What follows belongs to an exercise in optimizing a design on an open flow for a short achievable clock period and few clock cycles; a production flow would make more cautious choices. RTL that was checked went through simulation tests only; none was proved equivalent to the original. Power and IR drop assume default switching activity.

## pipelined_cpu
module pipelined_cpu(
    input clk,
    input rst_n,
    output [15:0]imem_addr,
    input [31:0]imem_rdata,
    output [15:0]dmem_addr,
    output dmem_we,
    output [31:0]dmem_wdata,
    input [31:0]dmem_rdata,
    output debug_wb_have_inst,
    output [31:0]debug_wb_pc,
    output debug_wb_ena,
    output [4:0]debug_wb_reg,
    output [31:0]debug_wb_value
    );
Size: ~5700 cells after synthesis, ~1600 flip-flops, roughly 200 I/O pins, about 79000 um2 of cells after synthesis.
Settings: LEC_CHECK=0, CAP_MARGIN=20, CORE_MARGIN=2, CORE_UTILIZATION=40, SETUP_SLACK_MARGIN=5, SLEW_MARGIN=20; clock period 9.0 ns.
run.sh (not shown) runs the stock make flow with config.mk's settings and CLKGATE_MAP_FILE= SYNTH_SCRIPT=/design/flow/synth_recipe.tcl, a recipe that flattens the netlist after the stock synthesis.
Testbench counts at the start, summed over its fixed seeds: cycles 87,187.
Rerun with:
--- a/flow/design.v
+++ b/flow/design.v
@@ -12,21 +12,21 @@
     output debug_wb_ena,
     output [4:0]debug_wb_reg,
     output [31:0]debug_wb_value
     );
     reg [31:0] pc_f;
     reg [1:0]  bht [0:63];
     reg [31:0] rf [1:31];
     reg        e_valid, e_squash;
     reg [31:0] e_pc, e_link, e_target;
     reg [31:0] e_a, e_b, e_sd;
-    reg        e_a_late, e_b_late, e_sd_late;
+    reg        e_sd_late;
     reg        e_wen, e_ld, e_st, e_br, e_jalr, e_pred;
     reg [2:0]  e_f3;
     reg [4:0]  e_rd;
     reg        e_s_add, e_s_sub, e_s_and, e_s_or, e_s_xor, e_s_sll, e_s_srl, e_s_sra, e_s_b, e_s_link;
     reg        m_valid, m_wen, m_ld, m_st, m_br, m_taken;
     reg [5:0]  m_bidx;
     reg [31:0] m_pc, m_res, m_sd;
     reg [4:0]  m_rd;
     reg        w_valid, w_wen;
     reg [31:0] w_pc, w_val;
@@ -53,22 +53,22 @@
     wire use_a  = is_r | is_i | is_ld | is_st | is_br | is_jalr;
     wire b_reg  = is_r | is_br;
     wire wen    = is_r | is_i | is_ld | is_lui | is_jal | is_jalr;
     wire [31:0] imm_op = is_st ? imm_s : is_lui ? imm_u : imm_i;
     wire [1:0] ctr = bht[pc_f[7:2]];
     wire pred_t = is_br & ctr[1];
     wire [31:0] pc_inc = pc_f + 32'd4;
     wire [31:0] pc_tgt = pc_f + (is_jal ? imm_j : imm_b);
     wire [31:0] fd_next = (is_jal | pred_t) ? pc_tgt : pc_inc;
     wire e_v = e_valid & ~e_squash;
-    wire [31:0] A  = e_a_late  ? dmem_rdata : e_a;
-    wire [31:0] B  = e_b_late  ? dmem_rdata : e_b;
+    wire [31:0] A  = e_a;
+    wire [31:0] B  = e_b;
     wire [31:0] SD = e_sd_late ? dmem_rdata : e_sd;
     wire [31:0] sum  = A + B;
     wire [31:0] diff = A - B;
     wire [31:0] sra_r = $signed(A) >>> B[4:0];
     wire [31:0] e_result =
           ({32{e_s_add}}  & sum)
         | ({32{e_s_sub}}  & diff)
         | ({32{e_s_and}}  & (A & B))
         | ({32{e_s_or}}   & (A | B))
         | ({32{e_s_xor}}  & (A ^ B))
@@ -83,61 +83,60 @@
     wire e_m1 = e_fw & (e_rd == rs1) & (rs1 != 5'd0);
     wire e_m2 = e_fw & (e_rd == rs2) & (rs2 != 5'd0);
     wire m_m1 = m_wen & (m_rd == rs1) & (rs1 != 5'd0);
     wire m_m2 = m_wen & (m_rd == rs2) & (rs2 != 5'd0);
     wire [31:0] rf1 = (rs1 == 5'd0) ? 32'd0 : rf[rs1];
     wire [31:0] rf2 = (rs2 == 5'd0) ? 32'd0 : rf[rs2];
     wire [31:0] old1 = m_m1 ? m_val : rf1;
     wire [31:0] old2 = m_m2 ? m_val : rf2;
     wire e1_alu = e_m1 & ~e_ld;
     wire e2_alu = e_m2 & ~e_ld;
+    wire stall = e_ld & ((use_a & e_m1) | (b_reg & e_m2));
     wire eq = A == B;
     wire lt = $signed(A) < $signed(B);
     wire taken = (e_f3 == 3'b000) ? eq :
                  (e_f3 == 3'b001) ? ~eq :
                  (e_f3 == 3'b100) ? lt :
                  (e_f3 == 3'b101) ? ~lt : 1'b0;
     wire mispred = e_v & e_br & (taken != e_pred);
     wire jalr_go = e_v & e_jalr;
     wire redirect = mispred | jalr_go;
     wire [31:0] redir_pc = e_jalr ? {sum[31:1], 1'b0} : (taken ? e_target : e_link);
     always @(posedge clk or negedge rst_n) begin
         if (!rst_n)
             pc_f <= 32'd0;
         else
-            pc_f <= redirect ? redir_pc : fd_next;
+            pc_f <= redirect ? redir_pc : stall ? pc_f : fd_next;
     end
     integer k;
     always @(posedge clk or negedge rst_n) begin
         if (!rst_n) begin
             for (k = 0; k < 64; k = k + 1) bht[k] <= 2'b01;
         end else if (m_br) begin
             if (m_taken) begin
                 if (bht[m_bidx] != 2'b11) bht[m_bidx] <= bht[m_bidx] + 2'd1;
             end else begin
                 if (bht[m_bidx] != 2'b00) bht[m_bidx] <= bht[m_bidx] - 2'd1;
             end
         end
     end
     always @(posedge clk or negedge rst_n) begin
         if (!rst_n) begin
             e_valid <= 1'b0; e_squash <= 1'b0;
-            e_a_late <= 1'b0; e_b_late <= 1'b0; e_sd_late <= 1'b0;
+            e_sd_late <= 1'b0;
             e_wen <= 1'b0; e_ld <= 1'b0; e_st <= 1'b0; e_br <= 1'b0; e_jalr <= 1'b0; e_pred <= 1'b0;
             e_f3 <= 3'd0; e_rd <= 5'd0;
             e_s_add <= 1'b0; e_s_sub <= 1'b0; e_s_and <= 1'b0; e_s_or <= 1'b0; e_s_xor <= 1'b0;
             e_s_sll <= 1'b0; e_s_srl <= 1'b0; e_s_sra <= 1'b0; e_s_b <= 1'b0; e_s_link <= 1'b0;
         end else begin
             e_valid <= 1'b1;
-            e_squash <= redirect;
-            e_a_late  <= use_a & e_m1 & e_ld;
-            e_b_late  <= b_reg & e_m2 & e_ld;
+            e_squash <= redirect | stall;
             e_sd_late <= e_m2 & e_ld;
             e_wen <= wen; e_ld <= is_ld; e_st <= is_st; e_br <= is_br; e_jalr <= is_jalr; e_pred <= pred_t;
             e_f3 <= f3; e_rd <= rd;
             e_s_add <= is_ld | is_st | ((is_r | is_i) & f3 == 3'b000 & ~(is_r & inst[30]));
             e_s_sub <= is_r & f3 == 3'b000 & inst[30];
             e_s_and <= (is_r | is_i) & f3 == 3'b111;
             e_s_or  <= (is_r | is_i) & f3 == 3'b110;
             e_s_xor <= (is_r | is_i) & f3 == 3'b100;
             e_s_sll <= (is_r | is_i) & f3 == 3'b001;
             e_s_srl <= (is_r | is_i) & f3 == 3'b101 & ~inst[30];
=> The changed run finished with timing, DRC and antenna clean; routed wire length came out higher by 1.1%; total power climbs by 1.2%; synthesized cell count is about the same; area after synthesis barely changes; design area decreases by 2.1%; setup slack gains 0.14 ns; register-to-register slack improves by 0.50 ns; sequential share of layout area is higher by 1.1 points; non-clock buffer count decreases by 77; maximum frequency is higher by 3.2%; clock-buffer cell count went down by 8; worst hold slack gets worse by 0.0073 ns.
No functional check of the RTL was part of the second run of this note.

[port drivers added, routing unchanged]
How much do the figures lean on ideal ports? The routed layouts below were timed once more, with nothing changed but the port constraints.
Step 1, drivers: a clkbuf_16 drives clk and a buf_2 each remaining input, both assumed.
Step 2 also shifts input and output timing later by t, the mid clock arrival at the registers, as if the neighbouring blocks saw the same clock.
a / b / c = ideal / step 1 / step 2; a / b = the first two.
run | shift t [ns] | setup WS [ns] | hold WS [ns] | worst setup path at the end
the first run | 0.903 | 4.384 / 4.433 / 3.530 | 0.316 / 0.316 / 0.316 | input to register
the second run | 0.925 | 4.525 / 4.575 / 3.650 | 0.309 / 0.309 / 0.309 | input to register
After both steps setup and hold are still met in every run listed. For the second run, which loses most, drivers alone change the setup slack by +0.050 ns; drivers and shift together by -0.875 ns.
